Source: an optimization exercise on an open RTL-to-GDS flow (aim: small area). Production flows keep margins and buffers that such runs may drop.
Function was checked by simulation only, so behaviour that the tests miss may differ from the original.
No activity file was given, so power comes from the tool's default toggle rates.

==> flow/design.v (excerpt) <==
module ecc_codec (
  input  logic        clk,
  input  logic        rst_n,      
  input  logic        en,         
  input  logic [71:0] enc_d,      
  output logic [79:0] enc_q,      
  input  logic [79:0] dec_d,      
  output logic [71:0] dec_q,      
  output logic [7:0]  dec_syndrome,
  output logic        dec_sb_err,
  output logic        dec_db_err,
  output logic        dec_sb_fix
);
  logic [71:0] enc_r;
  always_ff @(posedge clk or negedge rst_n)
    if (!rst_n)  enc_r <= 72'h0;
    else if (en) enc_r <= enc_d;
  ecc_enc enc_inst (
    .d_i ( enc_r ),
    .q_o ( enc_q ));
  ecc_dec dec_inst (
    .rst_ni     ( rst_n        ),
    .clk_i      ( clk          ),
    .clkena_i   ( en           ),
    .d_i        ( dec_d        ),
    .q_o        ( dec_q        ),
    .syndrome_o ( dec_syndrome ),
    .sb_err_o   ( dec_sb_err   ),
    .db_err_o   ( dec_db_err   ),
    .sb_fix_o   ( dec_sb_fix   ));
endmodule
export LEC_CHECK = 0
export CAP_MARGIN = 20
export CORE_MARGIN = 2
export CORE_UTILIZATION = 40
export CTS_CLUSTER_DIAMETER = 80
export CTS_CLUSTER_SIZE = 20
export SLEW_MARGIN = 20
create_clock -name core_clock -period 4.0 [get_ports {clk}]
standard.sh (not shown) runs the stock make flow with config.mk's settings and CLKGATE_MAP_FILE= SYNTH_SCRIPT=/design/flow/synth_recipe.tcl, a recipe that flattens the netlist after the stock synthesis.
==> flow/flow/run.sh <==
#!/bin/bash
# The standard layout with these changes:
#  - synthesis maps each 2:1 mux (the registers' clock enables) to an a22o cell with a shared
#    inverted select (flow/mux_a22o.v), then maps the rest of the logic with an area-oriented
#    ABC script (flow/area.abc) instead of ORFS's speed script. The flip-flops are mapped
#    before ABC runs, so they are the standard synthesis's;
#  - every input and output port gets the smallest buffer (buf_1).
set -euo pipefail
W=$PWD
# synthesis script: synth_recipe.tcl with a wrapper around ABC's logic mapping
{
  head -n 1 synth_recipe.tcl
  cat <<TCL
proc abc {args} {
  set i [lsearch -exact \$args -script]
  if {\$i >= 0 && [string match *abc_speed.script [lindex \$args [expr {\$i + 1}]]]} {
    yosys techmap -map $W/flow/mux_a22o.v \$::env(DESIGN_NAME)
    yosys opt_merge
    lset args [expr {\$i + 1}] $W/flow/area.abc
  }
  yosys abc {*}\$args
}
TCL
  tail -n +2 synth_recipe.tcl
} > own_synth.tcl
sed "s#SYNTH_SCRIPT=[^ ]*synth_recipe.tcl#SYNTH_SCRIPT=$W/own_synth.tcl#" standard.sh > own_standard.sh
grep -q "SYNTH_SCRIPT=$W/own_synth.tcl" own_standard.sh
export BUFFER_PORTS_ARGS="-buffer_cell sky130_fd_sc_hd__buf_1"
bash own_standard.sh > own_flow.log 2>&1
==> flow/flow/area.abc <==
&get -n
&st
&synch2
&nf -R 1000
&put
==> flow/flow/mux_a22o.v <==
module \$_MUX_ (input A, input B, input S, output Y);
  sky130_fd_sc_hd__a22o_1 _TECHMAP_REPLACE_ (.A1(S), .A2(B), .B1(~S), .B2(A), .X(Y));
endmodule
The baseline failed in synthesis.
Next try:
--- a/flow/flow/run.sh
+++ b/flow/flow/run.sh
@@ -5,5 +5,6 @@
 #    ABC script (flow/area.abc) instead of ORFS's speed script. The flip-flops are mapped
 #    before ABC runs, so they are the standard synthesis's;
-#  - every input and output port gets the smallest buffer (buf_1).
+#  - every input and output port gets the smallest buffer (buf_1);
+#  - clock tree synthesis takes its arguments from flow/cts_args when that file exists.
 set -euo pipefail
 W=$PWD
@@ -26,4 +27,8 @@
 sed "s#SYNTH_SCRIPT=[^ ]*synth_recipe.tcl#SYNTH_SCRIPT=$W/own_synth.tcl#" standard.sh > own_standard.sh
 grep -q "SYNTH_SCRIPT=$W/own_synth.tcl" own_standard.sh
+# clock tree synthesis arguments, if flow/cts_args gives them
+if [[ -f flow/cts_args ]]; then
+  export CTS_ARGS="$(cat flow/cts_args)"
+fi
 export BUFFER_PORTS_ARGS="-buffer_cell sky130_fd_sc_hd__buf_1"
 bash own_standard.sh > own_flow.log 2>&1
==> flow/flow/cts_args (new file) <==
-sink_clustering_enable -repair_clock_nets -sink_clustering_size 12 -sink_clustering_max_diameter 60 -dont_use_dummy_load -buf_list {sky130_fd_sc_hd__clkbuf_4 sky130_fd_sc_hd__clkbuf_8} -root_buf sky130_fd_sc_hd__clkbuf_16
==> flow/flow/mux_a22o.v (replaced) <==
// Each 2:1 mux as an a22o cell with an inverted select; opt_merge shares the inverters.
module \$_MUX_ (input A, input B, input S, output Y);
  wire sn;
  \$_NOT_ inv (.A(S), .Y(sn));
  sky130_fd_sc_hd__a22o_1 _TECHMAP_REPLACE_ (.A1(S), .A2(B), .B1(sn), .B2(A), .X(Y));
endmodule
CORE_UTILIZATION = 65   (was 40)
CTS_CLUSTER_DIAMETER = unset   (was 80)
CTS_CLUSTER_SIZE = unset   (was 20)
=> With this change the flow produced a clean layout.
Next try:
--- a/flow/flow/run.sh
+++ b/flow/flow/run.sh
@@ -5,6 +5,5 @@
 #    ABC script (flow/area.abc) instead of ORFS's speed script. The flip-flops are mapped
 #    before ABC runs, so they are the standard synthesis's;
-#  - every input and output port gets the smallest buffer (buf_1);
-#  - clock tree synthesis takes its arguments from flow/cts_args when that file exists.
+#  - every input and output port gets the smallest buffer (buf_1).
 set -euo pipefail
 W=$PWD
@@ -27,8 +26,4 @@
 sed "s#SYNTH_SCRIPT=[^ ]*synth_recipe.tcl#SYNTH_SCRIPT=$W/own_synth.tcl#" standard.sh > own_standard.sh
 grep -q "SYNTH_SCRIPT=$W/own_synth.tcl" own_standard.sh
-# clock tree synthesis arguments, if flow/cts_args gives them
-if [[ -f flow/cts_args ]]; then
-  export CTS_ARGS="$(cat flow/cts_args)"
-fi
 export BUFFER_PORTS_ARGS="-buffer_cell sky130_fd_sc_hd__buf_1"
 bash own_standard.sh > own_flow.log 2>&1
CORE_UTILIZATION = 40   (was 65)
CTS_CLUSTER_DIAMETER = 80   (was unset)
CTS_CLUSTER_SIZE = 20   (was unset)
removed: flow/flow/cts_args
=> The new run produced a clean layout. Combinational power goes down by a few percent. Setup slack improves by 0.026 ns. Total power goes up by a few percent. Maximum frequency goes up slightly. Die area goes up by well over a third. Wire length goes up by roughly a tenth. Non-clock buffer count goes up by 4. Sequential share of layout area goes down by 1.4 points. Hold slack degrades by 0.013 ns. Final area goes up by a few percent.


Another version of the RTL of ecc_codec (not shown whole).
Size: ~320 I/O pins, about 0.011 sq mm of cells after synthesis.
Settings: LEC_CHECK=0, CAP_MARGIN=20, CORE_MARGIN=2, CORE_UTILIZATION=65, SLEW_MARGIN=20; clock period 4.0 ns.
==> flow/flow/run.sh <==
#!/bin/bash
# The standard layout with these changes:
#  - synthesis maps each 2:1 mux (the registers' clock enables) to an a22o cell with a shared
#    inverted select (flow/mux_a22o.v), then maps the rest of the logic with an area-oriented
#    ABC script (flow/area.abc) instead of ORFS's speed script. The flip-flops are mapped
#    before ABC runs, so they are the standard synthesis's;
#  - every input and output port gets the smallest buffer (buf_1);
#  - clock tree synthesis takes its arguments from flow/cts_args when that file exists.
set -euo pipefail
W=$PWD
# synthesis script: synth_recipe.tcl with a wrapper around ABC's logic mapping
{
  head -n 1 synth_recipe.tcl
  cat <<TCL
proc abc {args} {
  set i [lsearch -exact \$args -script]
  if {\$i >= 0 && [string match *abc_speed.script [lindex \$args [expr {\$i + 1}]]]} {
    yosys techmap -map $W/flow/mux_a22o.v \$::env(DESIGN_NAME)
    yosys opt_merge
    lset args [expr {\$i + 1}] $W/flow/area.abc
  }
  yosys abc {*}\$args
}
TCL
  tail -n +2 synth_recipe.tcl
} > own_synth.tcl
sed "s#SYNTH_SCRIPT=[^ ]*synth_recipe.tcl#SYNTH_SCRIPT=$W/own_synth.tcl#" standard.sh > own_standard.sh
grep -q "SYNTH_SCRIPT=$W/own_synth.tcl" own_standard.sh
# clock tree synthesis arguments, if flow/cts_args gives them
if [[ -f flow/cts_args ]]; then
  export CTS_ARGS="$(cat flow/cts_args)"
fi
export BUFFER_PORTS_ARGS="-buffer_cell sky130_fd_sc_hd__buf_1"
bash own_standard.sh > own_flow.log 2>&1
==> flow/flow/cts_args <==
-sink_clustering_enable -repair_clock_nets -sink_clustering_size 12 -sink_clustering_max_diameter 60 -dont_use_dummy_load -buf_list {sky130_fd_sc_hd__clkbuf_4 sky130_fd_sc_hd__clkbuf_8} -root_buf sky130_fd_sc_hd__clkbuf_16
==> flow/flow/mux_a22o.v <==
// Each 2:1 mux as an a22o cell with an inverted select; opt_merge shares the inverters.
module \$_MUX_ (input A, input B, input S, output Y);
  wire sn;
  \$_NOT_ inv (.A(S), .Y(sn));
  sky130_fd_sc_hd__a22o_1 _TECHMAP_REPLACE_ (.A1(S), .A2(B), .B1(sn), .B2(A), .X(Y));
endmodule
Scripts as last shown in full above: flow/flow/area.abc
The starting point finished with timing, DRC and antenna clean.
Rerun with:
CORE_UTILIZATION = 75   (was 65)
After rerunning:
- area after synthesis stays the same
- power climbs by a few percent
- non-clock buffer count went down by 4
- synthesized cell count does not change
- maximum frequency went up slightly
- wire length rose by roughly a tenth
- cell area barely changes
- final cell count falls by a few percent
Rerun with:
==> flow/flow/cts_args (replaced) <==
-sink_clustering_enable -repair_clock_nets -sink_clustering_size 14 -sink_clustering_max_diameter 60 -dont_use_dummy_load -buf_list {sky130_fd_sc_hd__clkbuf_8} -root_buf sky130_fd_sc_hd__clkbuf_16
CORE_UTILIZATION = 40   (was 75)
CTS_CLUSTER_DIAMETER = 80   (was not set)
CTS_CLUSTER_SIZE = 20   (was not set)
=>
- global-route usage goes down by 18 points
- setup slack degrades by 12 ps
- design area goes up by a few percent
Rerun with:
==> flow/flow/cts_args (replaced) <==
-sink_clustering_enable -repair_clock_nets -sink_clustering_size 8 -sink_clustering_max_diameter 40 -dont_use_dummy_load -buf_list {sky130_fd_sc_hd__clkbuf_4} -root_buf sky130_fd_sc_hd__clkbuf_8
CORE_UTILIZATION = 65   (was 40)
CTS_CLUSTER_DIAMETER = not set   (was 80)
CTS_CLUSTER_SIZE = not set   (was 20)
The new run ran to the end with no violations.
Wire length shrinks by 10%.
Worst hold slack degrades by 100 ps.
Die area shrinks by 38%.
Count of clock-buffer cells in the layout grows by 9.
Worst setup slack degrades by 71 ps.
Total power shrinks by 3.1%.
Sequential cell count does not change.
Design area shrinks by 2.7%.
Register-to-register slack degrades by 60 ps.
Combinational power barely changes.
Critical path depth grows by 1.

-- separate check: timing with driven ports --
The flow's constraints put no driver on any port. The routed layouts listed below were extracted and timed again, unchanged, in two steps.
Step 1: set_driving_cell puts a clkbuf_16 on clk and a buf_2 on each other input, an assumption about the parent block.
Step 2 also shifts input and output timing later by t, the mid clock arrival at the registers, as if the neighbouring blocks saw the same clock.
Slacks: no drivers / after step 1 / after step 2; pairs: no drivers / after step 1.
run | shift t [ns] | setup slack, ns | worst setup path at the end | slew at the worst register clock pin (ns) | pins driven straight from the clock port
the second run of note 1 | 0.520 | 0.230 / 0.183 / 0.702 | register to output | 0.09 / 0.09 | 1
the third run of note 1 | 0.549 | 0.256 / 0.208 / 0.758 | register to output | 0.09 / 0.09 | 1
the first run of note 2 | 0.522 | 0.166 / 0.116 / 0.639 | register to output | 0.09 / 0.09 | 1
the second run of note 2 | 0.516 | 0.195 / 0.148 / 0.664 | register to output | 0.09 / 0.09 | 1
the third run of note 2 | 0.535 | 0.182 / 0.132 / 0.667 | register to output | 0.09 / 0.09 | 1
the fourth run of note 2 | 0.546 | 0.111 / 0.069 / 0.615 | register to output | 0.10 / 0.10 | 1
After both steps every run listed still meets setup and hold.
